Source: an optimization exercise on an open RTL-to-GDS flow (aim: small area and a short achievable clock period). Production flows keep margins and buffers that such runs may drop.
Function was not checked in any run shown here: the RTL went through the layout flow alone.

$ cat config.mk
export PLATFORM = sky130hd
export DESIGN_NAME = pe
export DESIGN_NICKNAME = pe
export VERILOG_FILES = /design/flow/design.v
export SDC_FILE = /design/flow/constraint.sdc
export NUM_CORES = 4
export LEC_CHECK = 0
export CAP_MARGIN = 20
export CORE_MARGIN = 2
export CORE_UTILIZATION = 55
export SETUP_SLACK_MARGIN = 5
export SLEW_MARGIN = 20
export SYNTH_HIERARCHICAL = 1
$ cat constraint.sdc
create_clock -name core_clock -period 11.0 [get_ports {clk}]
set_input_delay 2.2000 -clock core_clock [delete_from_list [all_inputs] [get_ports {clk}]]
set_output_delay 2.2000 -clock core_clock [all_outputs]
set_load 0.01 [all_outputs]
$ cat design.v
`default_nettype none
`timescale 1ns / 1ps
module pe (
    input wire clk,
    input wire rst,
    input wire [15:0] act,
    input wire [15:0] wgt,
    input wire store,
    input wire reuse,
    input wire [3:0] addr,
    input wire update_out,
    output reg [31:0] out
);
    reg [31:0] accg;              
    reg [31:0] bm_r;              
    reg [7:0] one, two, neg;      
    reg [15:0] r1, r2, r3;        
    reg start;
    wire [31:0] acc_next;
    wire a0 = addr == 4'd0;
    wire a1 = addr == 4'd1;
    wire a2 = addr == 4'd2;
    wire a3 = addr == 4'd3;
    wire [15:0] bm = ({16{~reuse}} & wgt) | ({16{reuse & a1}} & r1)
                   | ({16{reuse & a2}} & r2) | ({16{reuse & a3}} & r3);
    wire [31:0] bsel = rst ? 32'd0 : (reuse & a0) ? acc_next : {16'd0, bm};
    wire keep = ~rst & ~start;
    wire [17:0] ax = {1'b0, act, 1'b0};
    wire [7:0] one_d, two_d;
    genvar g;
    generate for (g = 0; g < 8; g = g + 1) begin : enc
        assign one_d[g] = ax[2*g+1] ^ ax[2*g];
        assign two_d[g] = (ax[2*g+2] & ~ax[2*g+1] & ~ax[2*g]) | (~ax[2*g+2] & ax[2*g+1] & ax[2*g]);
    end endgenerate
    wire [32:0] Bx = {bm_r, 1'b0};
    wire [31:0] pp0;
    wire [29:0] pp1;
    wire [27:0] pp2;
    wire [25:0] pp3;
    wire [23:0] pp4;
    wire [21:0] pp5;
    wire [19:0] pp6;
    wire [17:0] pp7;
    generate for (g = 0; g < 32; g = g + 1) begin : pp
        if (g > 0 && g < 32) pe_bsel b0 (.one(one[0]), .two(two[0]), .neg(neg[0]), .b1(Bx[g+1]), .b0(Bx[g]), .p(pp0[g]));
        if (g > 0 && g < 30) pe_bsel b1 (.one(one[1]), .two(two[1]), .neg(neg[1]), .b1(Bx[g+1]), .b0(Bx[g]), .p(pp1[g]));
        if (g > 0 && g < 28) pe_bsel b2 (.one(one[2]), .two(two[2]), .neg(neg[2]), .b1(Bx[g+1]), .b0(Bx[g]), .p(pp2[g]));
        if (g > 0 && g < 26) pe_bsel b3 (.one(one[3]), .two(two[3]), .neg(neg[3]), .b1(Bx[g+1]), .b0(Bx[g]), .p(pp3[g]));
        if (g > 0 && g < 24) pe_bsel b4 (.one(one[4]), .two(two[4]), .neg(neg[4]), .b1(Bx[g+1]), .b0(Bx[g]), .p(pp4[g]));
        if (g > 0 && g < 22) pe_bsel b5 (.one(one[5]), .two(two[5]), .neg(neg[5]), .b1(Bx[g+1]), .b0(Bx[g]), .p(pp5[g]));
        if (g > 0 && g < 20) pe_bsel b6 (.one(one[6]), .two(two[6]), .neg(neg[6]), .b1(Bx[g+1]), .b0(Bx[g]), .p(pp6[g]));
        if (g > 0 && g < 18) pe_bsel b7 (.one(one[7]), .two(two[7]), .neg(neg[7]), .b1(Bx[g+1]), .b0(Bx[g]), .p(pp7[g]));
    end endgenerate
    assign pp0[0] = (one[0] & bm_r[0]) ^ neg[0];
    assign pp1[0] = (one[1] & bm_r[0]) ^ neg[1];
    assign pp2[0] = (one[2] & bm_r[0]) ^ neg[2];
    assign pp3[0] = (one[3] & bm_r[0]) ^ neg[3];
    assign pp4[0] = (one[4] & bm_r[0]) ^ neg[4];
    assign pp5[0] = (one[5] & bm_r[0]) ^ neg[5];
    assign pp6[0] = (one[6] & bm_r[0]) ^ neg[6];
    assign pp7[0] = (one[7] & bm_r[0]) ^ neg[7];
    wire [31:0] acc_s_g = accg;
    wire [15:0] pp8 = {16{neg[7]}} & bm_r[15:0];      
    wire fs1, fc1;
    pe_fa u0 (.a(neg[0]), .b(acc_s_g[0]), .c(pp0[0]), .s(fs1), .co(fc1));
    wire fs2, fc2;
    pe_fa u1 (.a(acc_s_g[1]), .b(pp0[1]), .c(fc1), .s(fs2), .co(fc2));
    wire fs3, fc3;
    pe_fa u2 (.a(neg[1]), .b(acc_s_g[2]), .c(pp0[2]), .s(fs3), .co(fc3));
    wire fs4, fc4;
    pe_fa u3 (.a(pp1[0]), .b(fs3), .c(fc2), .s(fs4), .co(fc4));
    wire fs5, fc5;
    pe_fa u4 (.a(acc_s_g[3]), .b(pp0[3]), .c(pp1[1]), .s(fs5), .co(fc5));
    wire fs6, fc6;
    pe_fa u5 (.a(fc3), .b(fs5), .c(fc4), .s(fs6), .co(fc6));
    wire fs7, fc7;
    pe_fa u6 (.a(neg[2]), .b(acc_s_g[4]), .c(pp0[4]), .s(fs7), .co(fc7));
    wire fs8, fc8;
    pe_fa u7 (.a(pp1[2]), .b(pp2[0]), .c(fs7), .s(fs8), .co(fc8));
    wire fs9, fc9;
    pe_fa u8 (.a(fc5), .b(fs8), .c(fc6), .s(fs9), .co(fc9));
    wire fs10, fc10;
    pe_fa u9 (.a(acc_s_g[5]), .b(pp0[5]), .c(pp1[3]), .s(fs10), .co(fc10));
    wire fs11, fc11;
    pe_fa u10 (.a(pp2[1]), .b(fc7), .c(fs10), .s(fs11), .co(fc11));
    wire hs1, hc1;
    pe_ha u11 (.a(fc8), .b(fs11), .s(hs1), .co(hc1));
    wire fs12, fc12;
    pe_fa u12 (.a(neg[3]), .b(acc_s_g[6]), .c(pp0[6]), .s(fs12), .co(fc12));
    wire fs13, fc13;
    pe_fa u13 (.a(pp1[4]), .b(pp2[2]), .c(pp3[0]), .s(fs13), .co(fc13));
    wire fs14, fc14;
    pe_fa u14 (.a(fs12), .b(fc10), .c(fs13), .s(fs14), .co(fc14));
    wire fs15, fc15;
    pe_fa u15 (.a(fc11), .b(fs14), .c(hc1), .s(fs15), .co(fc15));
    wire fs16, fc16;
    pe_fa u16 (.a(acc_s_g[7]), .b(pp0[7]), .c(pp1[5]), .s(fs16), .co(fc16));
    wire fs17, fc17;
    pe_fa u17 (.a(pp2[3]), .b(pp3[1]), .c(fc12), .s(fs17), .co(fc17));
    wire fs18, fc18;
    pe_fa u18 (.a(fc13), .b(fs16), .c(fs17), .s(fs18), .co(fc18));
    wire fs19, fc19;
    pe_fa u19 (.a(fc14), .b(fs18), .c(fc15), .s(fs19), .co(fc19));
    wire fs20, fc20;
    pe_fa u20 (.a(neg[4]), .b(acc_s_g[8]), .c(pp0[8]), .s(fs20), .co(fc20));
    wire fs21, fc21;
    pe_fa u21 (.a(pp1[6]), .b(pp2[4]), .c(pp3[2]), .s(fs21), .co(fc21));
    wire fs22, fc22;
    pe_fa u22 (.a(pp4[0]), .b(fs20), .c(fc16), .s(fs22), .co(fc22));
    wire fs23, fc23;
    pe_fa u23 (.a(fs21), .b(fc17), .c(fs22), .s(fs23), .co(fc23));
    wire hs2, hc2;
    pe_ha u24 (.a(fc18), .b(fs23), .s(hs2), .co(hc2));
    wire fs24, fc24;
    pe_fa u25 (.a(acc_s_g[9]), .b(pp0[9]), .c(pp1[7]), .s(fs24), .co(fc24));
    wire fs25, fc25;
    pe_fa u26 (.a(pp2[5]), .b(pp3[3]), .c(pp4[1]), .s(fs25), .co(fc25));
    wire fs26, fc26;
    pe_fa u27 (.a(fc20), .b(fc21), .c(fs24), .s(fs26), .co(fc26));
    wire fs27, fc27;
    pe_fa u28 (.a(fs25), .b(fc22), .c(fs26), .s(fs27), .co(fc27));
    wire fs28, fc28;
    pe_fa u29 (.a(fc23), .b(fs27), .c(hc2), .s(fs28), .co(fc28));
    wire fs29, fc29;
    pe_fa u30 (.a(neg[5]), .b(acc_s_g[10]), .c(pp0[10]), .s(fs29), .co(fc29));
    wire fs30, fc30;
    pe_fa u31 (.a(pp1[8]), .b(pp2[6]), .c(pp3[4]), .s(fs30), .co(fc30));
    wire fs31, fc31;
    pe_fa u32 (.a(pp4[2]), .b(pp5[0]), .c(fs29), .s(fs31), .co(fc31));
    wire fs32, fc32;
    pe_fa u33 (.a(fc24), .b(fc25), .c(fs30), .s(fs32), .co(fc32));
    wire fs33, fc33;
    pe_fa u34 (.a(fs31), .b(fc26), .c(fs32), .s(fs33), .co(fc33));
    wire hs3, hc3;
    pe_ha u35 (.a(fc27), .b(fs33), .s(hs3), .co(hc3));
    wire fs34, fc34;
    pe_fa u36 (.a(acc_s_g[11]), .b(pp0[11]), .c(pp1[9]), .s(fs34), .co(fc34));
    wire fs35, fc35;
    pe_fa u37 (.a(pp2[7]), .b(pp3[5]), .c(pp4[3]), .s(fs35), .co(fc35));
    wire fs36, fc36;
    pe_fa u38 (.a(pp5[1]), .b(fc29), .c(fc30), .s(fs36), .co(fc36));
    wire fs37, fc37;
    pe_fa u39 (.a(fs34), .b(fs35), .c(fc31), .s(fs37), .co(fc37));
    wire fs38, fc38;
    pe_fa u40 (.a(fc32), .b(fs36), .c(fs37), .s(fs38), .co(fc38));
    wire fs39, fc39;
    pe_fa u41 (.a(fc33), .b(fs38), .c(hc3), .s(fs39), .co(fc39));
    wire fs40, fc40;
    pe_fa u42 (.a(neg[6]), .b(acc_s_g[12]), .c(pp0[12]), .s(fs40), .co(fc40));
    wire fs41, fc41;
    pe_fa u43 (.a(pp1[10]), .b(pp2[8]), .c(pp3[6]), .s(fs41), .co(fc41));
    wire fs42, fc42;
    pe_fa u44 (.a(pp4[4]), .b(pp5[2]), .c(pp6[0]), .s(fs42), .co(fc42));
    wire fs43, fc43;
    pe_fa u45 (.a(fs40), .b(fc34), .c(fc35), .s(fs43), .co(fc43));
    wire fs44, fc44;
    pe_fa u46 (.a(fs41), .b(fs42), .c(fc36), .s(fs44), .co(fc44));
    wire fs45, fc45;
    pe_fa u47 (.a(fs43), .b(fc37), .c(fs44), .s(fs45), .co(fc45));
    wire hs4, hc4;
    pe_ha u48 (.a(fc38), .b(fs45), .s(hs4), .co(hc4));
    wire fs46, fc46;
    pe_fa u49 (.a(acc_s_g[13]), .b(pp0[13]), .c(pp1[11]), .s(fs46), .co(fc46));
    wire fs47, fc47;
    pe_fa u50 (.a(pp2[9]), .b(pp3[7]), .c(pp4[5]), .s(fs47), .co(fc47));
    wire fs48, fc48;
    pe_fa u51 (.a(pp5[3]), .b(pp6[1]), .c(fc40), .s(fs48), .co(fc48));
    wire fs49, fc49;
    pe_fa u52 (.a(fc41), .b(fc42), .c(fs46), .s(fs49), .co(fc49));
    wire fs50, fc50;
    pe_fa u53 (.a(fs47), .b(fs48), .c(fc43), .s(fs50), .co(fc50));
    wire fs51, fc51;
    pe_fa u54 (.a(fs49), .b(fc44), .c(fs50), .s(fs51), .co(fc51));
    wire hs5, hc5;
    pe_ha u55 (.a(fc45), .b(fs51), .s(hs5), .co(hc5));
    wire fs52, fc52;
    pe_fa u56 (.a(neg[7]), .b(acc_s_g[14]), .c(pp0[14]), .s(fs52), .co(fc52));
    wire fs53, fc53;
    pe_fa u57 (.a(pp1[12]), .b(pp2[10]), .c(pp3[8]), .s(fs53), .co(fc53));
    wire fs54, fc54;
    pe_fa u58 (.a(pp4[6]), .b(pp5[4]), .c(pp6[2]), .s(fs54), .co(fc54));
    wire fs55, fc55;
    pe_fa u59 (.a(pp7[0]), .b(fs52), .c(fc46), .s(fs55), .co(fc55));
    wire fs56, fc56;
    pe_fa u60 (.a(fc47), .b(fs53), .c(fs54), .s(fs56), .co(fc56));
    wire fs57, fc57;
    pe_fa u61 (.a(fc48), .b(fc49), .c(fs55), .s(fs57), .co(fc57));
    wire fs58, fc58;
    pe_fa u62 (.a(fs56), .b(fc50), .c(fs57), .s(fs58), .co(fc58));
    wire hs6, hc6;
    pe_ha u63 (.a(fc51), .b(fs58), .s(hs6), .co(hc6));
    wire fs59, fc59;
    pe_fa u64 (.a(acc_s_g[15]), .b(pp0[15]), .c(pp1[13]), .s(fs59), .co(fc59));
    wire fs60, fc60;
    pe_fa u65 (.a(pp2[11]), .b(pp3[9]), .c(pp4[7]), .s(fs60), .co(fc60));
    wire fs61, fc61;
    pe_fa u66 (.a(pp5[5]), .b(pp6[3]), .c(pp7[1]), .s(fs61), .co(fc61));
    wire fs62, fc62;
    pe_fa u67 (.a(fc52), .b(fc53), .c(fc54), .s(fs62), .co(fc62));
    wire fs63, fc63;
    pe_fa u68 (.a(fs59), .b(fs60), .c(fs61), .s(fs63), .co(fc63));
    wire fs64, fc64;
    pe_fa u69 (.a(fc55), .b(fc56), .c(fs62), .s(fs64), .co(fc64));
    wire fs65, fc65;
    pe_fa u70 (.a(fs63), .b(fc57), .c(fs64), .s(fs65), .co(fc65));
    wire hs7, hc7;
    pe_ha u71 (.a(fc58), .b(fs65), .s(hs7), .co(hc7));
    wire fs66, fc66;
    pe_fa u72 (.a(acc_s_g[16]), .b(pp8[0]), .c(pp0[16]), .s(fs66), .co(fc66));
    wire fs67, fc67;
    pe_fa u73 (.a(pp1[14]), .b(pp2[12]), .c(pp3[10]), .s(fs67), .co(fc67));
    wire fs68, fc68;
    pe_fa u74 (.a(pp4[8]), .b(pp5[6]), .c(pp6[4]), .s(fs68), .co(fc68));
    wire fs69, fc69;
    pe_fa u75 (.a(pp7[2]), .b(fs66), .c(fc59), .s(fs69), .co(fc69));
    wire fs70, fc70;
    pe_fa u76 (.a(fc60), .b(fc61), .c(fs67), .s(fs70), .co(fc70));
    wire fs71, fc71;
    pe_fa u77 (.a(fs68), .b(fc62), .c(fs69), .s(fs71), .co(fc71));
    wire fs72, fc72;
    pe_fa u78 (.a(fc63), .b(fs70), .c(fc64), .s(fs72), .co(fc72));
    wire fs73, fc73;
    pe_fa u79 (.a(fs71), .b(fs72), .c(fc65), .s(fs73), .co(fc73));
    wire fs74, fc74;
    pe_fa u80 (.a(acc_s_g[17]), .b(pp8[1]), .c(pp0[17]), .s(fs74), .co(fc74));
    wire fs75, fc75;
    pe_fa u81 (.a(pp1[15]), .b(pp2[13]), .c(pp3[11]), .s(fs75), .co(fc75));
    wire fs76, fc76;
    pe_fa u82 (.a(pp4[9]), .b(pp5[7]), .c(pp6[5]), .s(fs76), .co(fc76));
    wire fs77, fc77;
    pe_fa u83 (.a(pp7[3]), .b(fc66), .c(fs74), .s(fs77), .co(fc77));
    wire fs78, fc78;
    pe_fa u84 (.a(fc67), .b(fc68), .c(fs75), .s(fs78), .co(fc78));
    wire fs79, fc79;
    pe_fa u85 (.a(fs76), .b(fc69), .c(fc70), .s(fs79), .co(fc79));
    wire fs80, fc80;
    pe_fa u86 (.a(fs77), .b(fs78), .c(fc71), .s(fs80), .co(fc80));
    wire fs81, fc81;
    pe_fa u87 (.a(fs79), .b(fs80), .c(fc72), .s(fs81), .co(fc81));
    wire fs82, fc82;
    pe_fa u88 (.a(acc_s_g[18]), .b(pp8[2]), .c(pp0[18]), .s(fs82), .co(fc82));
    wire fs83, fc83;
    pe_fa u89 (.a(pp1[16]), .b(pp2[14]), .c(pp3[12]), .s(fs83), .co(fc83));
    wire fs84, fc84;
    pe_fa u90 (.a(pp4[10]), .b(pp5[8]), .c(pp6[6]), .s(fs84), .co(fc84));
    wire fs85, fc85;
    pe_fa u91 (.a(pp7[4]), .b(fc74), .c(fs82), .s(fs85), .co(fc85));
    wire fs86, fc86;
    pe_fa u92 (.a(fc75), .b(fc76), .c(fs83), .s(fs86), .co(fc86));
    wire fs87, fc87;
    pe_fa u93 (.a(fs84), .b(fc77), .c(fc78), .s(fs87), .co(fc87));
    wire fs88, fc88;
    pe_fa u94 (.a(fs85), .b(fs86), .c(fc79), .s(fs88), .co(fc88));
    wire fs89, fc89;
    pe_fa u95 (.a(fs87), .b(fc80), .c(fs88), .s(fs89), .co(fc89));
    wire fs90, fc90;
    pe_fa u96 (.a(acc_s_g[19]), .b(pp8[3]), .c(pp0[19]), .s(fs90), .co(fc90));
    wire fs91, fc91;
    pe_fa u97 (.a(pp1[17]), .b(pp2[15]), .c(pp3[13]), .s(fs91), .co(fc91));
    wire fs92, fc92;
    pe_fa u98 (.a(pp4[11]), .b(pp5[9]), .c(pp6[7]), .s(fs92), .co(fc92));
    wire fs93, fc93;
    pe_fa u99 (.a(pp7[5]), .b(fc82), .c(fs90), .s(fs93), .co(fc93));
    wire fs94, fc94;
    pe_fa u100 (.a(fc83), .b(fc84), .c(fs91), .s(fs94), .co(fc94));
    wire fs95, fc95;
    pe_fa u101 (.a(fs92), .b(fc85), .c(fc86), .s(fs95), .co(fc95));
    wire fs96, fc96;
    pe_fa u102 (.a(fs93), .b(fs94), .c(fc87), .s(fs96), .co(fc96));
    wire fs97, fc97;
    pe_fa u103 (.a(fs95), .b(fc88), .c(fs96), .s(fs97), .co(fc97));
    wire fs98, fc98;
    pe_fa u104 (.a(acc_s_g[20]), .b(pp8[4]), .c(pp0[20]), .s(fs98), .co(fc98));
    wire fs99, fc99;
    pe_fa u105 (.a(pp1[18]), .b(pp2[16]), .c(pp3[14]), .s(fs99), .co(fc99));
    wire fs100, fc100;
    pe_fa u106 (.a(pp4[12]), .b(pp5[10]), .c(pp6[8]), .s(fs100), .co(fc100));
    wire fs101, fc101;
    pe_fa u107 (.a(pp7[6]), .b(fc90), .c(fs98), .s(fs101), .co(fc101));
    wire fs102, fc102;
    pe_fa u108 (.a(fc91), .b(fc92), .c(fs99), .s(fs102), .co(fc102));
    wire fs103, fc103;
    pe_fa u109 (.a(fs100), .b(fc93), .c(fc94), .s(fs103), .co(fc103));
    wire fs104, fc104;
    pe_fa u110 (.a(fs101), .b(fs102), .c(fc95), .s(fs104), .co(fc104));
    wire fs105, fc105;
    pe_fa u111 (.a(fs103), .b(fc96), .c(fs104), .s(fs105), .co(fc105));
    wire fs106, fc106;
    pe_fa u112 (.a(acc_s_g[21]), .b(pp8[5]), .c(pp0[21]), .s(fs106), .co(fc106));
    wire fs107, fc107;
    pe_fa u113 (.a(pp1[19]), .b(pp2[17]), .c(pp3[15]), .s(fs107), .co(fc107));
    wire fs108, fc108;
    pe_fa u114 (.a(pp4[13]), .b(pp5[11]), .c(pp6[9]), .s(fs108), .co(fc108));
    wire fs109, fc109;
    pe_fa u115 (.a(pp7[7]), .b(fc98), .c(fs106), .s(fs109), .co(fc109));
    wire fs110, fc110;
    pe_fa u116 (.a(fc99), .b(fc100), .c(fs107), .s(fs110), .co(fc110));
    wire fs111, fc111;
    pe_fa u117 (.a(fs108), .b(fc101), .c(fc102), .s(fs111), .co(fc111));
    wire fs112, fc112;
    pe_fa u118 (.a(fs109), .b(fs110), .c(fc103), .s(fs112), .co(fc112));
    wire fs113, fc113;
    pe_fa u119 (.a(fs111), .b(fc104), .c(fs112), .s(fs113), .co(fc113));
    wire fs114, fc114;
    pe_fa u120 (.a(acc_s_g[22]), .b(pp8[6]), .c(pp0[22]), .s(fs114), .co(fc114));
    wire fs115, fc115;
    pe_fa u121 (.a(pp1[20]), .b(pp2[18]), .c(pp3[16]), .s(fs115), .co(fc115));
    wire fs116, fc116;
    pe_fa u122 (.a(pp4[14]), .b(pp5[12]), .c(pp6[10]), .s(fs116), .co(fc116));
    wire fs117, fc117;
    pe_fa u123 (.a(pp7[8]), .b(fc106), .c(fs114), .s(fs117), .co(fc117));
    wire fs118, fc118;
    pe_fa u124 (.a(fc107), .b(fc108), .c(fs115), .s(fs118), .co(fc118));
    wire fs119, fc119;
    pe_fa u125 (.a(fs116), .b(fc109), .c(fc110), .s(fs119), .co(fc119));
    wire fs120, fc120;
    pe_fa u126 (.a(fs117), .b(fs118), .c(fc111), .s(fs120), .co(fc120));
    wire fs121, fc121;
    pe_fa u127 (.a(fs119), .b(fc112), .c(fs120), .s(fs121), .co(fc121));
    wire fs122, fc122;
    pe_fa u128 (.a(acc_s_g[23]), .b(pp8[7]), .c(pp0[23]), .s(fs122), .co(fc122));
    wire fs123, fc123;
    pe_fa u129 (.a(pp1[21]), .b(pp2[19]), .c(pp3[17]), .s(fs123), .co(fc123));
    wire fs124, fc124;
    pe_fa u130 (.a(pp4[15]), .b(pp5[13]), .c(pp6[11]), .s(fs124), .co(fc124));
    wire fs125, fc125;
    pe_fa u131 (.a(pp7[9]), .b(fc114), .c(fs122), .s(fs125), .co(fc125));
    wire fs126, fc126;
    pe_fa u132 (.a(fc115), .b(fc116), .c(fs123), .s(fs126), .co(fc126));
    wire fs127, fc127;
    pe_fa u133 (.a(fs124), .b(fc117), .c(fc118), .s(fs127), .co(fc127));
    wire fs128, fc128;
    pe_fa u134 (.a(fs125), .b(fs126), .c(fc119), .s(fs128), .co(fc128));
    wire fs129, fc129;
    pe_fa u135 (.a(fs127), .b(fc120), .c(fs128), .s(fs129), .co(fc129));
    wire fs130, fc130;
    pe_fa u136 (.a(acc_s_g[24]), .b(pp8[8]), .c(pp0[24]), .s(fs130), .co(fc130));
    wire fs131, fc131;
    pe_fa u137 (.a(pp1[22]), .b(pp2[20]), .c(pp3[18]), .s(fs131), .co(fc131));
    wire fs132, fc132;
    pe_fa u138 (.a(pp4[16]), .b(pp5[14]), .c(pp6[12]), .s(fs132), .co(fc132));
    wire fs133, fc133;
    pe_fa u139 (.a(pp7[10]), .b(fc122), .c(fs130), .s(fs133), .co(fc133));
    wire fs134, fc134;
    pe_fa u140 (.a(fc123), .b(fc124), .c(fs131), .s(fs134), .co(fc134));
    wire fs135, fc135;
    pe_fa u141 (.a(fs132), .b(fc125), .c(fc126), .s(fs135), .co(fc135));
    wire fs136, fc136;
    pe_fa u142 (.a(fs133), .b(fs134), .c(fc127), .s(fs136), .co(fc136));
    wire fs137, fc137;
    pe_fa u143 (.a(fs135), .b(fc128), .c(fs136), .s(fs137), .co(fc137));
    wire fs138, fc138;
    pe_fa u144 (.a(acc_s_g[25]), .b(pp8[9]), .c(pp0[25]), .s(fs138), .co(fc138));
    wire fs139, fc139;
    pe_fa u145 (.a(pp1[23]), .b(pp2[21]), .c(pp3[19]), .s(fs139), .co(fc139));
    wire fs140, fc140;
    pe_fa u146 (.a(pp4[17]), .b(pp5[15]), .c(pp6[13]), .s(fs140), .co(fc140));
    wire fs141, fc141;
    pe_fa u147 (.a(pp7[11]), .b(fc130), .c(fs138), .s(fs141), .co(fc141));
    wire fs142, fc142;
    pe_fa u148 (.a(fc131), .b(fc132), .c(fs139), .s(fs142), .co(fc142));
    wire fs143, fc143;
    pe_fa u149 (.a(fs140), .b(fc133), .c(fc134), .s(fs143), .co(fc143));
    wire fs144, fc144;
    pe_fa u150 (.a(fs141), .b(fs142), .c(fc135), .s(fs144), .co(fc144));
    wire fs145, fc145;
    pe_fa u151 (.a(fs143), .b(fc136), .c(fs144), .s(fs145), .co(fc145));
    wire fs146, fc146;
    pe_fa u152 (.a(acc_s_g[26]), .b(pp8[10]), .c(pp0[26]), .s(fs146), .co(fc146));
    wire fs147, fc147;
    pe_fa u153 (.a(pp1[24]), .b(pp2[22]), .c(pp3[20]), .s(fs147), .co(fc147));
    wire fs148, fc148;
    pe_fa u154 (.a(pp4[18]), .b(pp5[16]), .c(pp6[14]), .s(fs148), .co(fc148));
    wire fs149, fc149;
    pe_fa u155 (.a(pp7[12]), .b(fc138), .c(fs146), .s(fs149), .co(fc149));
    wire fs150, fc150;
    pe_fa u156 (.a(fc139), .b(fc140), .c(fs147), .s(fs150), .co(fc150));
    wire fs151, fc151;
    pe_fa u157 (.a(fs148), .b(fc141), .c(fc142), .s(fs151), .co(fc151));
    wire fs152, fc152;
    pe_fa u158 (.a(fs149), .b(fs150), .c(fc143), .s(fs152), .co(fc152));
    wire fs153, fc153;
    pe_fa u159 (.a(fs151), .b(fc144), .c(fs152), .s(fs153), .co(fc153));
    wire fs154, fc154;
    pe_fa u160 (.a(acc_s_g[27]), .b(pp8[11]), .c(pp0[27]), .s(fs154), .co(fc154));
    wire fs155, fc155;
    pe_fa u161 (.a(pp1[25]), .b(pp2[23]), .c(pp3[21]), .s(fs155), .co(fc155));
    wire fs156, fc156;
    pe_fa u162 (.a(pp4[19]), .b(pp5[17]), .c(pp6[15]), .s(fs156), .co(fc156));
    wire fs157, fc157;
    pe_fa u163 (.a(pp7[13]), .b(fc146), .c(fs154), .s(fs157), .co(fc157));
    wire fs158, fc158;
    pe_fa u164 (.a(fc147), .b(fc148), .c(fs155), .s(fs158), .co(fc158));
    wire fs159, fc159;
    pe_fa u165 (.a(fs156), .b(fc149), .c(fc150), .s(fs159), .co(fc159));
    wire fs160, fc160;
    pe_fa u166 (.a(fs157), .b(fs158), .c(fc151), .s(fs160), .co(fc160));
    wire fs161, fc161;
    pe_fa u167 (.a(fs159), .b(fc152), .c(fs160), .s(fs161), .co(fc161));
    wire fs162, fc162;
    pe_fa u168 (.a(acc_s_g[28]), .b(pp8[12]), .c(pp0[28]), .s(fs162), .co(fc162));
    wire fs163, fc163;
    pe_fa u169 (.a(pp1[26]), .b(pp2[24]), .c(pp3[22]), .s(fs163), .co(fc163));
    wire fs164, fc164;
    pe_fa u170 (.a(pp4[20]), .b(pp5[18]), .c(pp6[16]), .s(fs164), .co(fc164));
    wire fs165, fc165;
    pe_fa u171 (.a(pp7[14]), .b(fc154), .c(fs162), .s(fs165), .co(fc165));
    wire fs166, fc166;
    pe_fa u172 (.a(fc155), .b(fc156), .c(fs163), .s(fs166), .co(fc166));
    wire fs167, fc167;
    pe_fa u173 (.a(fs164), .b(fc157), .c(fc158), .s(fs167), .co(fc167));
    wire fs168, fc168;
    pe_fa u174 (.a(fs165), .b(fs166), .c(fc159), .s(fs168), .co(fc168));
    wire fs169, fc169;
    pe_fa u175 (.a(fs167), .b(fc160), .c(fs168), .s(fs169), .co(fc169));
    wire fs170, fc170;
    pe_fa u176 (.a(acc_s_g[29]), .b(pp8[13]), .c(pp0[29]), .s(fs170), .co(fc170));
    wire fs171, fc171;
    pe_fa u177 (.a(pp1[27]), .b(pp2[25]), .c(pp3[23]), .s(fs171), .co(fc171));
    wire fs172, fc172;
    pe_fa u178 (.a(pp4[21]), .b(pp5[19]), .c(pp6[17]), .s(fs172), .co(fc172));
    wire fs173, fc173;
    pe_fa u179 (.a(pp7[15]), .b(fc162), .c(fs170), .s(fs173), .co(fc173));
    wire fs174, fc174;
    pe_fa u180 (.a(fc163), .b(fc164), .c(fs171), .s(fs174), .co(fc174));
    wire fs175, fc175;
    pe_fa u181 (.a(fs172), .b(fc165), .c(fc166), .s(fs175), .co(fc175));
    wire fs176, fc176;
    pe_fa u182 (.a(fs173), .b(fs174), .c(fc167), .s(fs176), .co(fc176));
    wire fs177, fc177;
    pe_fa u183 (.a(fs175), .b(fc168), .c(fs176), .s(fs177), .co(fc177));
    wire fs178, fc178;
    pe_fa u184 (.a(acc_s_g[30]), .b(pp8[14]), .c(pp0[30]), .s(fs178), .co(fc178));
    wire fs179, fc179;
    pe_fa u185 (.a(pp1[28]), .b(pp2[26]), .c(pp3[24]), .s(fs179), .co(fc179));
    wire fs180, fc180;
    pe_fa u186 (.a(pp4[22]), .b(pp5[20]), .c(pp6[18]), .s(fs180), .co(fc180));
    wire fs181, fc181;
    pe_fa u187 (.a(pp7[16]), .b(fc170), .c(fs178), .s(fs181), .co(fc181));
    wire fs182, fc182;
    pe_fa u188 (.a(fc171), .b(fc172), .c(fs179), .s(fs182), .co(fc182));
    wire fs183, fc183;
    pe_fa u189 (.a(fs180), .b(fc173), .c(fc174), .s(fs183), .co(fc183));
    wire fs184, fc184;
    pe_fa u190 (.a(fs181), .b(fs182), .c(fc175), .s(fs184), .co(fc184));
    wire fs185, fc185;
    pe_fa u191 (.a(fs183), .b(fc176), .c(fs184), .s(fs185), .co(fc185));
    wire fs186, fc186;
    pe_fa u192 (.a(acc_s_g[31]), .b(pp8[15]), .c(pp0[31]), .s(fs186), .co(fc186));
    wire fs187, fc187;
    pe_fa u193 (.a(pp1[29]), .b(pp2[27]), .c(pp3[25]), .s(fs187), .co(fc187));
    wire fs188, fc188;
    pe_fa u194 (.a(pp4[23]), .b(pp5[21]), .c(pp6[19]), .s(fs188), .co(fc188));
    wire fs189, fc189;
    pe_fa u195 (.a(pp7[17]), .b(fc178), .c(fs186), .s(fs189), .co(fc189));
    wire fs190, fc190;
    pe_fa u196 (.a(fc179), .b(fc180), .c(fs187), .s(fs190), .co(fc190));
    wire fs191, fc191;
    pe_fa u197 (.a(fs188), .b(fc181), .c(fc182), .s(fs191), .co(fc191));
    wire fs192, fc192;
    pe_fa u198 (.a(fs189), .b(fs190), .c(fc183), .s(fs192), .co(fc192));
    wire fs193, fc193;
    pe_fa u199 (.a(fs191), .b(fc184), .c(fs192), .s(fs193), .co(fc193));
    wire [31:0] row_a = {fc185, fc177, fc169, fc161, fc153, fc145, fc137, fc129, fc121, fc113, fc105, fc97, fc89, fc81, fs81, hc7, hc6, hc5, hc4, hs4, fs39, hs3, fs28, hs2, fs19, fs15, hs1, fs9, fs6, fs4, fs2, fs1};
    wire [31:0] row_b = {fs193, fs185, fs177, fs169, fs161, fs153, fs145, fs137, fs129, fs121, fs113, fs105, fs97, fs89, fc73, fs73, hs7, hs6, hs5, fc39, 1'b0, fc28, 1'b0, fc19, 1'b0, 1'b0, fc9, 1'b0, 1'b0, 1'b0, 1'b0, 1'b0};
    wire [31:0] cg0 = row_a & row_b;
    wire [31:0] cp0 = row_a ^ row_b;
    wire [31:0] cg1, cp1;
    assign cg1[0] = cg0[0]; assign cp1[0] = cp0[0];
    assign cg1[1] = cg0[1] | (cp0[1] & cg0[0]); assign cp1[1] = cp0[1] & cp0[0];
    assign cg1[2] = cg0[2] | (cp0[2] & cg0[1]); assign cp1[2] = cp0[2] & cp0[1];
    assign cg1[3] = cg0[3] | (cp0[3] & cg0[2]); assign cp1[3] = cp0[3] & cp0[2];
    assign cg1[4] = cg0[4] | (cp0[4] & cg0[3]); assign cp1[4] = cp0[4] & cp0[3];
    assign cg1[5] = cg0[5] | (cp0[5] & cg0[4]); assign cp1[5] = cp0[5] & cp0[4];
    assign cg1[6] = cg0[6] | (cp0[6] & cg0[5]); assign cp1[6] = cp0[6] & cp0[5];
    assign cg1[7] = cg0[7] | (cp0[7] & cg0[6]); assign cp1[7] = cp0[7] & cp0[6];
    assign cg1[8] = cg0[8] | (cp0[8] & cg0[7]); assign cp1[8] = cp0[8] & cp0[7];
    assign cg1[9] = cg0[9] | (cp0[9] & cg0[8]); assign cp1[9] = cp0[9] & cp0[8];
    assign cg1[10] = cg0[10] | (cp0[10] & cg0[9]); assign cp1[10] = cp0[10] & cp0[9];
    assign cg1[11] = cg0[11] | (cp0[11] & cg0[10]); assign cp1[11] = cp0[11] & cp0[10];
    assign cg1[12] = cg0[12] | (cp0[12] & cg0[11]); assign cp1[12] = cp0[12] & cp0[11];
    assign cg1[13] = cg0[13] | (cp0[13] & cg0[12]); assign cp1[13] = cp0[13] & cp0[12];
    assign cg1[14] = cg0[14] | (cp0[14] & cg0[13]); assign cp1[14] = cp0[14] & cp0[13];
    assign cg1[15] = cg0[15] | (cp0[15] & cg0[14]); assign cp1[15] = cp0[15] & cp0[14];
    assign cg1[16] = cg0[16] | (cp0[16] & cg0[15]); assign cp1[16] = cp0[16] & cp0[15];
    assign cg1[17] = cg0[17] | (cp0[17] & cg0[16]); assign cp1[17] = cp0[17] & cp0[16];
    assign cg1[18] = cg0[18] | (cp0[18] & cg0[17]); assign cp1[18] = cp0[18] & cp0[17];
    assign cg1[19] = cg0[19] | (cp0[19] & cg0[18]); assign cp1[19] = cp0[19] & cp0[18];
    assign cg1[20] = cg0[20] | (cp0[20] & cg0[19]); assign cp1[20] = cp0[20] & cp0[19];
    assign cg1[21] = cg0[21] | (cp0[21] & cg0[20]); assign cp1[21] = cp0[21] & cp0[20];
    assign cg1[22] = cg0[22] | (cp0[22] & cg0[21]); assign cp1[22] = cp0[22] & cp0[21];
    assign cg1[23] = cg0[23] | (cp0[23] & cg0[22]); assign cp1[23] = cp0[23] & cp0[22];
    assign cg1[24] = cg0[24] | (cp0[24] & cg0[23]); assign cp1[24] = cp0[24] & cp0[23];
    assign cg1[25] = cg0[25] | (cp0[25] & cg0[24]); assign cp1[25] = cp0[25] & cp0[24];
    assign cg1[26] = cg0[26] | (cp0[26] & cg0[25]); assign cp1[26] = cp0[26] & cp0[25];
    assign cg1[27] = cg0[27] | (cp0[27] & cg0[26]); assign cp1[27] = cp0[27] & cp0[26];
    assign cg1[28] = cg0[28] | (cp0[28] & cg0[27]); assign cp1[28] = cp0[28] & cp0[27];
    assign cg1[29] = cg0[29] | (cp0[29] & cg0[28]); assign cp1[29] = cp0[29] & cp0[28];
    assign cg1[30] = cg0[30] | (cp0[30] & cg0[29]); assign cp1[30] = cp0[30] & cp0[29];
    assign cg1[31] = cg0[31] | (cp0[31] & cg0[30]); assign cp1[31] = cp0[31] & cp0[30];
    wire [31:0] cg2, cp2;
    assign cg2[0] = cg1[0]; assign cp2[0] = cp1[0];
    assign cg2[1] = cg1[1]; assign cp2[1] = cp1[1];
    assign cg2[2] = cg1[2] | (cp1[2] & cg1[0]); assign cp2[2] = cp1[2] & cp1[0];
    assign cg2[3] = cg1[3] | (cp1[3] & cg1[1]); assign cp2[3] = cp1[3] & cp1[1];
    assign cg2[4] = cg1[4] | (cp1[4] & cg1[2]); assign cp2[4] = cp1[4] & cp1[2];
    assign cg2[5] = cg1[5] | (cp1[5] & cg1[3]); assign cp2[5] = cp1[5] & cp1[3];
    assign cg2[6] = cg1[6] | (cp1[6] & cg1[4]); assign cp2[6] = cp1[6] & cp1[4];
    assign cg2[7] = cg1[7] | (cp1[7] & cg1[5]); assign cp2[7] = cp1[7] & cp1[5];
    assign cg2[8] = cg1[8] | (cp1[8] & cg1[6]); assign cp2[8] = cp1[8] & cp1[6];
    assign cg2[9] = cg1[9] | (cp1[9] & cg1[7]); assign cp2[9] = cp1[9] & cp1[7];
    assign cg2[10] = cg1[10] | (cp1[10] & cg1[8]); assign cp2[10] = cp1[10] & cp1[8];
    assign cg2[11] = cg1[11] | (cp1[11] & cg1[9]); assign cp2[11] = cp1[11] & cp1[9];
    assign cg2[12] = cg1[12] | (cp1[12] & cg1[10]); assign cp2[12] = cp1[12] & cp1[10];
    assign cg2[13] = cg1[13] | (cp1[13] & cg1[11]); assign cp2[13] = cp1[13] & cp1[11];
    assign cg2[14] = cg1[14] | (cp1[14] & cg1[12]); assign cp2[14] = cp1[14] & cp1[12];
    assign cg2[15] = cg1[15] | (cp1[15] & cg1[13]); assign cp2[15] = cp1[15] & cp1[13];
    assign cg2[16] = cg1[16] | (cp1[16] & cg1[14]); assign cp2[16] = cp1[16] & cp1[14];
    assign cg2[17] = cg1[17] | (cp1[17] & cg1[15]); assign cp2[17] = cp1[17] & cp1[15];
    assign cg2[18] = cg1[18] | (cp1[18] & cg1[16]); assign cp2[18] = cp1[18] & cp1[16];
    assign cg2[19] = cg1[19] | (cp1[19] & cg1[17]); assign cp2[19] = cp1[19] & cp1[17];
    assign cg2[20] = cg1[20] | (cp1[20] & cg1[18]); assign cp2[20] = cp1[20] & cp1[18];
    assign cg2[21] = cg1[21] | (cp1[21] & cg1[19]); assign cp2[21] = cp1[21] & cp1[19];
    assign cg2[22] = cg1[22] | (cp1[22] & cg1[20]); assign cp2[22] = cp1[22] & cp1[20];
    assign cg2[23] = cg1[23] | (cp1[23] & cg1[21]); assign cp2[23] = cp1[23] & cp1[21];
    assign cg2[24] = cg1[24] | (cp1[24] & cg1[22]); assign cp2[24] = cp1[24] & cp1[22];
    assign cg2[25] = cg1[25] | (cp1[25] & cg1[23]); assign cp2[25] = cp1[25] & cp1[23];
    assign cg2[26] = cg1[26] | (cp1[26] & cg1[24]); assign cp2[26] = cp1[26] & cp1[24];
    assign cg2[27] = cg1[27] | (cp1[27] & cg1[25]); assign cp2[27] = cp1[27] & cp1[25];
    assign cg2[28] = cg1[28] | (cp1[28] & cg1[26]); assign cp2[28] = cp1[28] & cp1[26];
    assign cg2[29] = cg1[29] | (cp1[29] & cg1[27]); assign cp2[29] = cp1[29] & cp1[27];
    assign cg2[30] = cg1[30] | (cp1[30] & cg1[28]); assign cp2[30] = cp1[30] & cp1[28];
    assign cg2[31] = cg1[31] | (cp1[31] & cg1[29]); assign cp2[31] = cp1[31] & cp1[29];
    wire [31:0] cg3, cp3;
    assign cg3[0] = cg2[0]; assign cp3[0] = cp2[0];
    assign cg3[1] = cg2[1]; assign cp3[1] = cp2[1];
    assign cg3[2] = cg2[2]; assign cp3[2] = cp2[2];
    assign cg3[3] = cg2[3]; assign cp3[3] = cp2[3];
    assign cg3[4] = cg2[4] | (cp2[4] & cg2[0]); assign cp3[4] = cp2[4] & cp2[0];
    assign cg3[5] = cg2[5] | (cp2[5] & cg2[1]); assign cp3[5] = cp2[5] & cp2[1];
    assign cg3[6] = cg2[6] | (cp2[6] & cg2[2]); assign cp3[6] = cp2[6] & cp2[2];
    assign cg3[7] = cg2[7] | (cp2[7] & cg2[3]); assign cp3[7] = cp2[7] & cp2[3];
    assign cg3[8] = cg2[8] | (cp2[8] & cg2[4]); assign cp3[8] = cp2[8] & cp2[4];
    assign cg3[9] = cg2[9] | (cp2[9] & cg2[5]); assign cp3[9] = cp2[9] & cp2[5];
    assign cg3[10] = cg2[10] | (cp2[10] & cg2[6]); assign cp3[10] = cp2[10] & cp2[6];
    assign cg3[11] = cg2[11] | (cp2[11] & cg2[7]); assign cp3[11] = cp2[11] & cp2[7];
    assign cg3[12] = cg2[12] | (cp2[12] & cg2[8]); assign cp3[12] = cp2[12] & cp2[8];
    assign cg3[13] = cg2[13] | (cp2[13] & cg2[9]); assign cp3[13] = cp2[13] & cp2[9];
    assign cg3[14] = cg2[14] | (cp2[14] & cg2[10]); assign cp3[14] = cp2[14] & cp2[10];
    assign cg3[15] = cg2[15] | (cp2[15] & cg2[11]); assign cp3[15] = cp2[15] & cp2[11];
    assign cg3[16] = cg2[16] | (cp2[16] & cg2[12]); assign cp3[16] = cp2[16] & cp2[12];
    assign cg3[17] = cg2[17] | (cp2[17] & cg2[13]); assign cp3[17] = cp2[17] & cp2[13];
    assign cg3[18] = cg2[18] | (cp2[18] & cg2[14]); assign cp3[18] = cp2[18] & cp2[14];
    assign cg3[19] = cg2[19] | (cp2[19] & cg2[15]); assign cp3[19] = cp2[19] & cp2[15];
    assign cg3[20] = cg2[20] | (cp2[20] & cg2[16]); assign cp3[20] = cp2[20] & cp2[16];
    assign cg3[21] = cg2[21] | (cp2[21] & cg2[17]); assign cp3[21] = cp2[21] & cp2[17];
    assign cg3[22] = cg2[22] | (cp2[22] & cg2[18]); assign cp3[22] = cp2[22] & cp2[18];
    assign cg3[23] = cg2[23] | (cp2[23] & cg2[19]); assign cp3[23] = cp2[23] & cp2[19];
    assign cg3[24] = cg2[24] | (cp2[24] & cg2[20]); assign cp3[24] = cp2[24] & cp2[20];
    assign cg3[25] = cg2[25] | (cp2[25] & cg2[21]); assign cp3[25] = cp2[25] & cp2[21];
    assign cg3[26] = cg2[26] | (cp2[26] & cg2[22]); assign cp3[26] = cp2[26] & cp2[22];
    assign cg3[27] = cg2[27] | (cp2[27] & cg2[23]); assign cp3[27] = cp2[27] & cp2[23];
    assign cg3[28] = cg2[28] | (cp2[28] & cg2[24]); assign cp3[28] = cp2[28] & cp2[24];
    assign cg3[29] = cg2[29] | (cp2[29] & cg2[25]); assign cp3[29] = cp2[29] & cp2[25];
    assign cg3[30] = cg2[30] | (cp2[30] & cg2[26]); assign cp3[30] = cp2[30] & cp2[26];
    assign cg3[31] = cg2[31] | (cp2[31] & cg2[27]); assign cp3[31] = cp2[31] & cp2[27];
    wire [31:0] cg4, cp4;
    assign cg4[0] = cg3[0]; assign cp4[0] = cp3[0];
    assign cg4[1] = cg3[1]; assign cp4[1] = cp3[1];
    assign cg4[2] = cg3[2]; assign cp4[2] = cp3[2];
    assign cg4[3] = cg3[3]; assign cp4[3] = cp3[3];
    assign cg4[4] = cg3[4]; assign cp4[4] = cp3[4];
    assign cg4[5] = cg3[5]; assign cp4[5] = cp3[5];
    assign cg4[6] = cg3[6]; assign cp4[6] = cp3[6];
    assign cg4[7] = cg3[7]; assign cp4[7] = cp3[7];
    assign cg4[8] = cg3[8] | (cp3[8] & cg3[0]); assign cp4[8] = cp3[8] & cp3[0];
    assign cg4[9] = cg3[9] | (cp3[9] & cg3[1]); assign cp4[9] = cp3[9] & cp3[1];
    assign cg4[10] = cg3[10] | (cp3[10] & cg3[2]); assign cp4[10] = cp3[10] & cp3[2];
    assign cg4[11] = cg3[11] | (cp3[11] & cg3[3]); assign cp4[11] = cp3[11] & cp3[3];
    assign cg4[12] = cg3[12] | (cp3[12] & cg3[4]); assign cp4[12] = cp3[12] & cp3[4];
    assign cg4[13] = cg3[13] | (cp3[13] & cg3[5]); assign cp4[13] = cp3[13] & cp3[5];
    assign cg4[14] = cg3[14] | (cp3[14] & cg3[6]); assign cp4[14] = cp3[14] & cp3[6];
    assign cg4[15] = cg3[15] | (cp3[15] & cg3[7]); assign cp4[15] = cp3[15] & cp3[7];
    assign cg4[16] = cg3[16] | (cp3[16] & cg3[8]); assign cp4[16] = cp3[16] & cp3[8];
    assign cg4[17] = cg3[17] | (cp3[17] & cg3[9]); assign cp4[17] = cp3[17] & cp3[9];
    assign cg4[18] = cg3[18] | (cp3[18] & cg3[10]); assign cp4[18] = cp3[18] & cp3[10];
    assign cg4[19] = cg3[19] | (cp3[19] & cg3[11]); assign cp4[19] = cp3[19] & cp3[11];
    assign cg4[20] = cg3[20] | (cp3[20] & cg3[12]); assign cp4[20] = cp3[20] & cp3[12];
    assign cg4[21] = cg3[21] | (cp3[21] & cg3[13]); assign cp4[21] = cp3[21] & cp3[13];
    assign cg4[22] = cg3[22] | (cp3[22] & cg3[14]); assign cp4[22] = cp3[22] & cp3[14];
    assign cg4[23] = cg3[23] | (cp3[23] & cg3[15]); assign cp4[23] = cp3[23] & cp3[15];
    assign cg4[24] = cg3[24] | (cp3[24] & cg3[16]); assign cp4[24] = cp3[24] & cp3[16];
    assign cg4[25] = cg3[25] | (cp3[25] & cg3[17]); assign cp4[25] = cp3[25] & cp3[17];
    assign cg4[26] = cg3[26] | (cp3[26] & cg3[18]); assign cp4[26] = cp3[26] & cp3[18];
    assign cg4[27] = cg3[27] | (cp3[27] & cg3[19]); assign cp4[27] = cp3[27] & cp3[19];
    assign cg4[28] = cg3[28] | (cp3[28] & cg3[20]); assign cp4[28] = cp3[28] & cp3[20];
    assign cg4[29] = cg3[29] | (cp3[29] & cg3[21]); assign cp4[29] = cp3[29] & cp3[21];
    assign cg4[30] = cg3[30] | (cp3[30] & cg3[22]); assign cp4[30] = cp3[30] & cp3[22];
    assign cg4[31] = cg3[31] | (cp3[31] & cg3[23]); assign cp4[31] = cp3[31] & cp3[23];
    wire [31:0] cg5, cp5;
    assign cg5[0] = cg4[0]; assign cp5[0] = cp4[0];
    assign cg5[1] = cg4[1]; assign cp5[1] = cp4[1];
    assign cg5[2] = cg4[2]; assign cp5[2] = cp4[2];
    assign cg5[3] = cg4[3]; assign cp5[3] = cp4[3];
    assign cg5[4] = cg4[4]; assign cp5[4] = cp4[4];
    assign cg5[5] = cg4[5]; assign cp5[5] = cp4[5];
    assign cg5[6] = cg4[6]; assign cp5[6] = cp4[6];
    assign cg5[7] = cg4[7]; assign cp5[7] = cp4[7];
    assign cg5[8] = cg4[8]; assign cp5[8] = cp4[8];
    assign cg5[9] = cg4[9]; assign cp5[9] = cp4[9];
    assign cg5[10] = cg4[10]; assign cp5[10] = cp4[10];
    assign cg5[11] = cg4[11]; assign cp5[11] = cp4[11];
    assign cg5[12] = cg4[12]; assign cp5[12] = cp4[12];
    assign cg5[13] = cg4[13]; assign cp5[13] = cp4[13];
    assign cg5[14] = cg4[14]; assign cp5[14] = cp4[14];
    assign cg5[15] = cg4[15]; assign cp5[15] = cp4[15];
    assign cg5[16] = cg4[16] | (cp4[16] & cg4[0]); assign cp5[16] = cp4[16] & cp4[0];
    assign cg5[17] = cg4[17] | (cp4[17] & cg4[1]); assign cp5[17] = cp4[17] & cp4[1];
    assign cg5[18] = cg4[18] | (cp4[18] & cg4[2]); assign cp5[18] = cp4[18] & cp4[2];
    assign cg5[19] = cg4[19] | (cp4[19] & cg4[3]); assign cp5[19] = cp4[19] & cp4[3];
    assign cg5[20] = cg4[20] | (cp4[20] & cg4[4]); assign cp5[20] = cp4[20] & cp4[4];
    assign cg5[21] = cg4[21] | (cp4[21] & cg4[5]); assign cp5[21] = cp4[21] & cp4[5];
    assign cg5[22] = cg4[22] | (cp4[22] & cg4[6]); assign cp5[22] = cp4[22] & cp4[6];
    assign cg5[23] = cg4[23] | (cp4[23] & cg4[7]); assign cp5[23] = cp4[23] & cp4[7];
    assign cg5[24] = cg4[24] | (cp4[24] & cg4[8]); assign cp5[24] = cp4[24] & cp4[8];
    assign cg5[25] = cg4[25] | (cp4[25] & cg4[9]); assign cp5[25] = cp4[25] & cp4[9];
    assign cg5[26] = cg4[26] | (cp4[26] & cg4[10]); assign cp5[26] = cp4[26] & cp4[10];
    assign cg5[27] = cg4[27] | (cp4[27] & cg4[11]); assign cp5[27] = cp4[27] & cp4[11];
    assign cg5[28] = cg4[28] | (cp4[28] & cg4[12]); assign cp5[28] = cp4[28] & cp4[12];
    assign cg5[29] = cg4[29] | (cp4[29] & cg4[13]); assign cp5[29] = cp4[29] & cp4[13];
    assign cg5[30] = cg4[30] | (cp4[30] & cg4[14]); assign cp5[30] = cp4[30] & cp4[14];
    assign cg5[31] = cg4[31] | (cp4[31] & cg4[15]); assign cp5[31] = cp4[31] & cp4[15];
    assign acc_next = cp0 ^ {cg5[30:0], 1'b0};
    always @(posedge clk) begin
        bm_r <= bsel;
        one <= one_d;
        two <= two_d;
        neg <= {act[15], act[13], act[11], act[9], act[7], act[5], act[3], act[1]};
        accg <= {32{keep}} & acc_next;
        if (rst) begin
            r1 <= 16'd0;
            r2 <= 16'd0;
            r3 <= 16'd0;
            out <= 32'd0;
            start <= 1'b0;
        end else begin
            if (store && a1) r1 <= wgt;
            if (store && a2) r2 <= wgt;
            if (store && a3) r3 <= wgt;
            if (update_out) out <= acc_next;
            start <= update_out;
        end
    end
endmodule
module pe_bsel (input wire one, input wire two, input wire neg, input wire b1, input wire b0, output wire p);
    assign p = ((one & b1) | (two & b0)) ^ neg;
endmodule
module pe_fa (input wire a, input wire b, input wire c, output wire s, output wire co);
    assign s = a ^ b ^ c;
    assign co = (a & b) | (a & c) | (b & c);
endmodule
module pe_ha (input wire a, input wire b, output wire s, output wire co);
    assign s = a ^ b;
    assign co = a & b;
endmodule
$ cat flow/run.sh
#!/bin/bash
# Layout flow: the standard synthesis unchanged; after the floorplan every
# combinational cell is set to its smallest drive strength (downsize.tcl), then the standard flow's
# standard layout continues, with timing repair upsizing what the timing needs.
set -euo pipefail
here=$(pwd)
bash standard.sh synth > synth.log 2>&1
bash standard.sh floorplan > floorplan.log 2>&1
odb=$(ls $here/orfs/results/*/pe/base/2_floorplan.odb)
DS_ODB=$odb openroad -no_init -exit flow/downsize.tcl > downsize.log 2>&1
bash standard.sh 'BUFFER_PORTS_ARGS=-buffer_cell sky130_fd_sc_hd__buf_2' SETUP_SLACK_MARGIN=6 finish > layout.log 2>&1
$ cat flow/downsize.tcl
# Set every combinational standard cell to the smallest drive strength of the same
# function; timing repair later in the flow upsizes the cells that need it.
# Flip-flops, tap cells and port buffers are left alone.
set odb_file $::env(DS_ODB)
read_db $odb_file
set db [ord::get_db]
set block [ord::get_db_block]
set skip {dfxtp dfxbp dfrtp dfrbp dfstp dfsbp edfxtp sdfxtp tapvpwrvgnd conb clkbuf clkinv}
set n 0
foreach inst [$block getInsts] {
  set m [$inst getMaster]
  set name [$m getName]
  if {![regexp {^sky130_fd_sc_hd__(\w+)_(\d+)$} $name -> base drive]} { continue }
  if {[lsearch -exact $skip $base] >= 0} { continue }
  set best ""
  set best_area [expr {[$m getWidth] * [$m getHeight]}]
  foreach d {0 1 2} {
    if {$d >= $drive} { break }
    set cand [$db findMaster "sky130_fd_sc_hd__${base}_$d"]
    if {$cand eq "NULL" || $cand eq ""} { continue }
    set a [expr {[$cand getWidth] * [$cand getHeight]}]
    if {$a < $best_area} { set best $cand; set best_area $a }
  }
  if {$best ne ""} {
    $inst swapMaster $best
    incr n
  }
}
puts "downsized $n instances"
write_db $odb_file
$ cat standard.sh
#!/bin/bash
# synth_recipe.tcl (not shown) runs the flow's synth.tcl, then flattens the netlist and writes it again
# the make line also repeats each setting of config.mk as NAME=value (left out here)
make -C /OpenROAD-flow-scripts/flow DESIGN_CONFIG=/design/flow/config.mk WORK_HOME=/design/flow/orfs CLKGATE_MAP_FILE= SYNTH_SCRIPT=/design/flow/synth_recipe.tcl "${@:-finish}"
==> results of run 1 <==
==> layout make-up <==
type	instances	area (um2)	area share
sequential	169	3510	0.203
clock inverter	15	215	0.0125
inverter	7	26.3	0.00152
multi-input combinational	1157	11400	0.662
timing repair buffer	143	1230	0.0713
tap	341	427	0.0247
clock buffer	17	425	0.0246
==> state kept, by name, summed over array words and instances (netlist names) <==
register,count
r3,16
two,8
accg,32
bm_r,32
out,32
r1,16
r2,16
one,8
neg,8
start,1
==> worst paths after layout <==
path                             start      end  slack (ns)  cells after the start
worst min-delay path             r2[4]    r2[4]        0.46                      2
worst min register to register   r2[4]    r2[4]        0.46                      2
worst max-delay path            one[4]  out[27]        5.77                     17
worst max register to register  one[4]  out[27]        5.77                     17
==> per-module statistics from Yosys (local to each module, per instance) <==
module,times used,flip-flops and latches,cells inside,area [um2]
pe_fa,193,0,1,20.0
pe_ha,7,0,1,12.5
pe_bsel,192,0,2,21.3
pe,1,169,792,6950
==> kinds of logic (layout without fill, tap and decap cells) <==
| logic type | after synthesis | count (layout) | synth area share |
|---|---|---|---|
| AO/OA/AOI/OAI | 379 | 379 | 0.243 |
| buffers and inverters | 50 | 182 | 0.0129 |
| multiplexers | 8 | 8 | 0.00534 |
| flip-flops | 169 | 169 | 0.226 |
| AND/OR/NAND/NOR | 317 | 317 | 0.0957 |
| adder cells (fa/ha/maj) | 223 | 223 | 0.283 |
| XOR/XNOR | 230 | 230 | 0.134 |
==> critical path: cells and delay by family, from the launching register on <==
| family | cells | cell delay, ns |
|---|---|---|
| simple gates | 2 | 0.29 |
| buf+inv | 2 | 0.22 |
| xor+xnor | 2 | 0.36 |
| compound gates | 5 | 1.15 |
| flops | 1 | 0.42 |
| fa+ha+maj | 6 | 2.65 |
==> synth_stat cells (6+ instances only) <==
cell,count,area share
dfxtp_1,169,0.23
nand3_1,10,0.0033
a22oi_2,192,0.16
a211oi_1,10,0.0050
fa_1,193,0.26
nand2_1,139,0.035
o21ai_0,20,0.0067
inv_1,6,0.0015
xnor2_1,211,0.12
nor3_1,11,0.0037
nand3b_1,6,0.0030
and2_1,24,0.010
xor2_1,19,0.011
a22oi_1,8,0.0040
a221o_1,8,0.0053
nand2b_1,10,0.0042
ha_1,30,0.025
a21oi_1,73,0.024
mux2i_1,8,0.0053
clkbuf_1,37,0.0093
nor2_1,90,0.023
a21o_1,7,0.0035
a221oi_1,26,0.015
==> cells in the final DEF (no fill, tap or decap), types with 26 or more instances in the layout <==
| cell | instances |
|---|---|
| xnor2_1 | 197 |
| a22oi_1 | 180 |
| fa_1 | 153 |
| nand2_1 | 133 |
| dfxtp_1 | 131 |
| nor2_1 | 90 |
| buf_2 | 72 |
| a21oi_1 | 64 |
| fa_2 | 40 |
| buf_4 | 40 |
| dfxtp_4 | 31 |
| a221oi_1 | 26 |
==> repair_timing <==
action,in CTS,in global routing
setup buffers,18,32
gates cloned,4,0
endpoints found under the setup margin,61,49
pin swaps,71,55
resized for setup,220,69
==> layer usage <==
layer / vias to the layer above / global-route usage / part of all wire
met4: 0 / 0.0847 / 0.025
met5: - / 0 / 0
met1: 5966 / 0.486 / 0.42
met2: 641 / 0.503 / 0.46
met3: 80 / 0.0673 / 0.094
li1: 5132 / - / -
==> per-stage QoR <==
| step | cell area [um2] | instances | hold slack (ns) |
|---|---|---|---|
| detailed placement | 14800 | 1763 | 0.443 |
| CTS | 16600 | 1817 | 0.457 |
| global placement | 14700 | 1763 | 0.442 |
| global route | 17300 | 1849 | 0.472 |
| floorplan | 15000 | 1376 | 0.436 |
| finish | 17300 | 1849 | 0.457 |
==> metrics.yaml, run 1 <==
sta:
  final_max_slew_viol_count: 0
  fin_skew_ns: 0.0248
  timing_hold_violations_final: 0
  timing.final.crit_share: 0.475
  timing.final.setup_violations: 0
  timing.fmax_mhz: 191
  accumulated_negative_setup_slack_ns: 0
  layout_setup_ws_ns: 5.77
  min_period_ns: 5.23
  rsz0062_at_grt: "true"
  maxSlewHeadroom: 0.385
  worst_pin_slew_ns: 0.920
clocking:
  cts_num_sinks: 169
  cts.reportedPaths.clkPinSlew_ns: 0.08
  cts-buffers-inserted: 17
  ctsHtreeMaxLevel: 4
  max-clock-path-buffers: 2
  cts.root.buffer_cell: "clkbuf_16"
  post_cts_hold_buffer_count: 0
  insertion_delay_ns: 0.45
  tritoncts: "yes"
final_layout:
  antennaDiodeCount: 0
  drive_gt1_frac: 0.243
  postLayoutCoreUtil: 0.643
  area_growth_pct: 15.3
  num-nets-final: 1759
  n_fill_cell: 2128
route:
  routed_wl_um: 47700
  detail-route-antenna-nets: 0
  detail_route.wl_per_cell_um: 25.8
  detail_route.drc_violations: 0
  routed-via-count: 11800
  firstDrtPassIters: 8
  drt_first_iter_violations: 1459
  drt-vias-per-instance: 6.39
logic_synthesis:
  synth-seq-cells: 169
  synthCells: 1376
  synthesis.yosys.warnings: 7
  syn_nets: 1640
  post_synthesis_cell_type_count: 56
  synth.avg_cell_area_um2: 10.9
  ys_dominant_reg_cell: "dfxtp_1"
  synthesized_area_mm2: 0.0150
  synth-edff-count: 0
  async_flop_share: 0
  synth_sequential_area_ratio: 0.226
run:
  max_cap_violations: 0
grt:
  globalRouteOverflowTotal: 0
  grt_first_pass_wirelength_um: 71800
  groute.usage.overall: 0.331
  antenna_found_initial: 0
  grt_max_degree: 87
  first_global_vias: 11600
floorplan:
  fp.dieH_um: 169
  die-area_mm2: 0.0286
  core.rowCount: 60
  chipWidth_um: 169
  initial_core_util: 0.557
  io-pin-count: 73
  floorplan.core_area_mm2: 0.0269
worst_setup_path:
  critPathKind: "reg2reg"
  timing.critical_path.fanout_max: 13
  critical_path.cell_chain: "a22oi_1, xnor2_2, fa_1, fa_2, fa_2, fa_2, fa_1, ha_4, buf_4, buf_4, nand2_1, o21ai_1, nand3_1, a31oi_4, a31oi_2, xor2_2, o21ai_1"
  arrival_ns: 5.55
  worst_path_largest_cell_delay_ns: 0.56
  worst_setup_path_start_kind: "flip-flop"
  critical-path-top-cell-by-count: "fa_2"
  kind_of_capture_point_of_the_worst_setup_path: "flip-flop"
  cp_slowest_cell: "fa_2"
  required_ns: 11.32
placement:
  place_worst_setup_slack_ns: 4.95
  dpl.hpwl_um: 29700
  portBuffers: 72
  gp_routability_congestion: 0.868
worst_hold_path:
  min-delay-path-class: "reg2reg"
outcome:
  result_of_the_run: "finished clean"
==> run 2: changes to the inputs <==
--- a/flow/run.sh
+++ b/flow/run.sh
@@ -9,3 +9,3 @@
 odb=$(ls $here/orfs/results/*/pe/base/2_floorplan.odb)
 DS_ODB=$odb openroad -no_init -exit flow/downsize.tcl > downsize.log 2>&1
-bash standard.sh 'BUFFER_PORTS_ARGS=-buffer_cell sky130_fd_sc_hd__buf_2' SETUP_SLACK_MARGIN=6 finish > layout.log 2>&1
+bash standard.sh 'BUFFER_PORTS_ARGS=-buffer_cell sky130_fd_sc_hd__buf_2' SETUP_SLACK_MARGIN=6.4 finish > layout.log 2>&1
==> metrics.yaml, run 2 <==
outcome:
  result_of_the_run: "finished clean"
sta:
  timing_hold_violations_final: 0
  final_max_slew_viol_count: 0
  accumulated_negative_setup_slack_ns: 0
  whs_ns: 0.456
  min_period_ns: 5.22
  rsz0062_at_grt: "true"
  timing.fmax_mhz: 192
  maxSlewHeadroom: 0.364
  worst_pin_slew_ns: 0.951
  timing.final.setup_violations: 0
  timing.final.crit_share: 0.475
  fin_skew_ns: 0.0289
clocking:
  tritoncts: "yes"
  max-clock-path-buffers: 2
  cts_num_sinks: 169
  post_cts_hold_buffer_count: 0
  ctsHtreeMaxLevel: 4
  cts.reportedPaths.clkPinSlew_ns: 0.08
  cts-buffers-inserted: 17
  insertion_delay_ns: 0.45
  cts.root.buffer_cell: "clkbuf_16"
floorplan:
  io-pin-count: 73
  initial_core_util: 0.557
  chipWidth_um: 169
  die-area_mm2: 0.0286
  floorplan.core_area_mm2: 0.0269
  core.rowCount: 60
  fp.dieH_um: 169
worst_setup_path:
  worst_setup_path_start_kind: "flip-flop"
  worst_path_dominant_cell_family: "adder cells"
  r2r_setup_slk_ns: 5.78
  cp_slowest_cell: "fa_2"
  critical-path-top-cell-by-count: "fa_2"
  arrival_ns: 5.50
  startpoint: "one[0]"
  critPathKind: "reg2reg"
  required_ns: 11.28
  timing.critical_path.fanout_max: 8
  worstReg2RegEnd: "out[24]"
  crit-reg2reg-launch: "one[0]"
  kind_of_capture_point_of_the_worst_setup_path: "flip-flop"
  worst_path_largest_cell_delay_ns: 0.56
  path_buf_inv: 2
  ff2ff_path_depth: 17
  critical_path.cell_chain: "buf_12, a22oi_2, xnor2_2, fa_2, fa_2, fa_2, fa_1, ha_2, ha_4, a21o_1, buf_4, a21oi_2, a311oi_4, or4_1, o21ai_1, xor2_1, a211oi_1"
logic_synthesis:
  post_synthesis_cell_type_count: 56
  synth-edff-count: 0
  synth_top_cell_by_area: "fa_1"
  main_area_contributors_after_synthesis: "fa_1 26%, dfxtp_1 23%, a22oi_2 16%, xnor2_1 12%, nand2_1 3.5%"
  cell_with_the_most_instances_after_synthesis: "xnor2_1"
  synth.top_cell.area_share: 0.258
  synth_sequential_area_ratio: 0.226
  syn_nets: 1640
  synthesized_area_mm2: 0.0150
  yosys.area_share.xor_xnor: 0.134
  synth_simple_gate_area_share: 0.0957
  synth_compound_area_frac: 0.243
  async_flop_share: 0
  synthesis.yosys.warnings: 7
  synth.avg_cell_area_um2: 10.9
  synth.top_cells.by_count: "211 x xnor2_1, 193 x fa_1, 192 x a22oi_2"
  synth_mux_area_frac: 0.00534
  synth_fa_ha_area_frac: 0.283
  ys_dominant_reg_cell: "dfxtp_1"
  synthCells: 1376
  synth-seq-cells: 169
  main_combinational_cell_family_by_area_after_synthesis: "adder cells"
run:
  max_cap_violations: 0
placement:
  portBuffers: 72
  dpl.hpwl_um: 29700
  post-place-cells: 1763
  gp_routability_congestion: 0.868
grt:
  grt_first_pass_wirelength_um: 73100
  antenna_found_initial: 0
  first_global_vias: 11800
  grt_max_degree: 87
  globalRouteOverflowTotal: 0
  groute.usage.overall: 0.339
route:
  routed_wl_um: 49500
  detail_route.drc_violations: 0
  detail_route.wl_per_cell_um: 26.3
  detail-route-antenna-nets: 0
  firstDrtPassIters: 7
  drt-vias-per-instance: 6.48
  drt_first_iter_violations: 1586
  routed-via-count: 12200
worst_hold_path:
  worst_hold_path.endpoint: "r3[6]"
  hold_start: "r3[6]"
  min-delay-path-class: "reg2reg"
  worstHoldPathCells: 2
final_layout:
  drive_gt1_frac: 0.280
  layout.cells.non_filler: 1881
  largestRegisters: "accg (32), bm_r (32), out (32)"
  num-nets-final: 1791
  final_common_cell: "xnor2_1"
  area_growth_pct: 18.7
  antennaDiodeCount: 0
  most-common-layout-cells: "194 x xnor2_1, 180 x a22oi_1, 149 x fa_1, 129 x nand2_1, 129 x dfxtp_1"
## run 2: cells by family (layout without fill, tap and decap cells)
| kind of cell | after synthesis | after routing |
|---|---|---|
| xor gates and xnor gates | 230 | 230 |
| adders and majority gates | 223 | 223 |
| AOI/OAI and AO/OA | 379 | 379 |
| muxes | 8 | 8 |
| buffers and inverters | 50 | 214 |
| and+or+nand+nor | 317 | 317 |
| DFF | 169 | 169 |
## run 2: Yosys stat by module, one instance, submodules excluded
module	copies in the design	flops+latches	cells
pe	1	169	792
pe_bsel	192	0	2
pe_fa	193	0	1
pe_ha	7	0	1
## run 2: worst min-delay path, cell delays in order (launching register included)
cell and delay [ns]:
dfxtp_1 0.31, nand2_1 0.05, a21oi_1 0.05
## run 2: final cells by class
| type | count | area (um2) |
|---|---|---|
| clock inverters | 15 | 215 |
| flip-flops and latches | 169 | 3520 |
| well taps | 341 | 427 |
| multi-input cells | 1157 | 11600 |
| repair buffers | 175 | 1560 |
| fillers | 2053 | 9100 |
| clock buffers | 17 | 425 |
| inverters | 7 | 26.3 |
## run 2: layer usage
metal / track usage / vias to the layer above / wire (um)
met1: 0.488 / 6115 / 20400
li1: - / 5194 / -
met4: 0.0884 / 0 / 1800
met2: 0.514 / 745 / 22100
met5: 0 / - / 0
met3: 0.0830 / 140 / 5200
## run 2: repair_timing
| action | in CTS | in global routing |
|---|---|---|
| buffers inserted | 33 | 46 |
| endpoints found under the hold margin | 0 | 0 |
| pin swaps | 94 | 50 |
| setup endpoints to repair | 66 | 63 |
| cloned | 6 | 1 |
| gates resized for setup | 260 | 75 |
## run 2: worst max-delay path by stage
stage	to	slack, ns	cells after the start
floorplan	out[31]	5.27	16
global placement	out[31]	5.06	15
detailed placement	out[31]	4.95	15
CTS	out[27]	5.95	17
global route	out[29]	5.70	16
finish	out[24]	5.78	17
## run 2: metrics by stage
stage	util	worst slack (ns)	area, um2
after global routing	0.661	5.70	17800
final	0.661	5.78	17800
after CTS	0.631	5.95	17000
after global placement	0.549	5.06	14700
after floorplan	-	5.27	15000
after detailed placement	0.549	4.95	14800

-- static timing again, ports no longer ideal --
Ports are ideal in the flow. The routed layouts listed here were re-timed in OpenROAD.
Step 1 sets driving cells, clkbuf_16 on the clock port and buf_2 on the other inputs (assumed; they add their load-dependent delay and slew).
Step 2 times the ports against the registers' clock, not the clock port: input delays grow and output delays shrink by t, the midpoint of the rising clock arrivals with the driver on.
a / b / c = ideal / step 1 / step 2; a / b = the first two.
| run | shift t [ns] | slack for setup (ns) | hold slack, ns | latest minus earliest clock arrival (ns) | worst slew at a driven data input, ns |
|---|---|---|---|---|---|
| run 1 | 0.486 | 5.770 / 5.770 / 5.770 | 0.457 / 0.457 / 0.457 | 0.024 / 0.024 | 0.04 |
| run 2 | 0.494 | 5.778 / 5.778 / 5.778 | 0.456 / 0.456 / 0.456 | 0.028 / 0.029 | 0.04 |
After both steps every run listed still meets setup and hold.
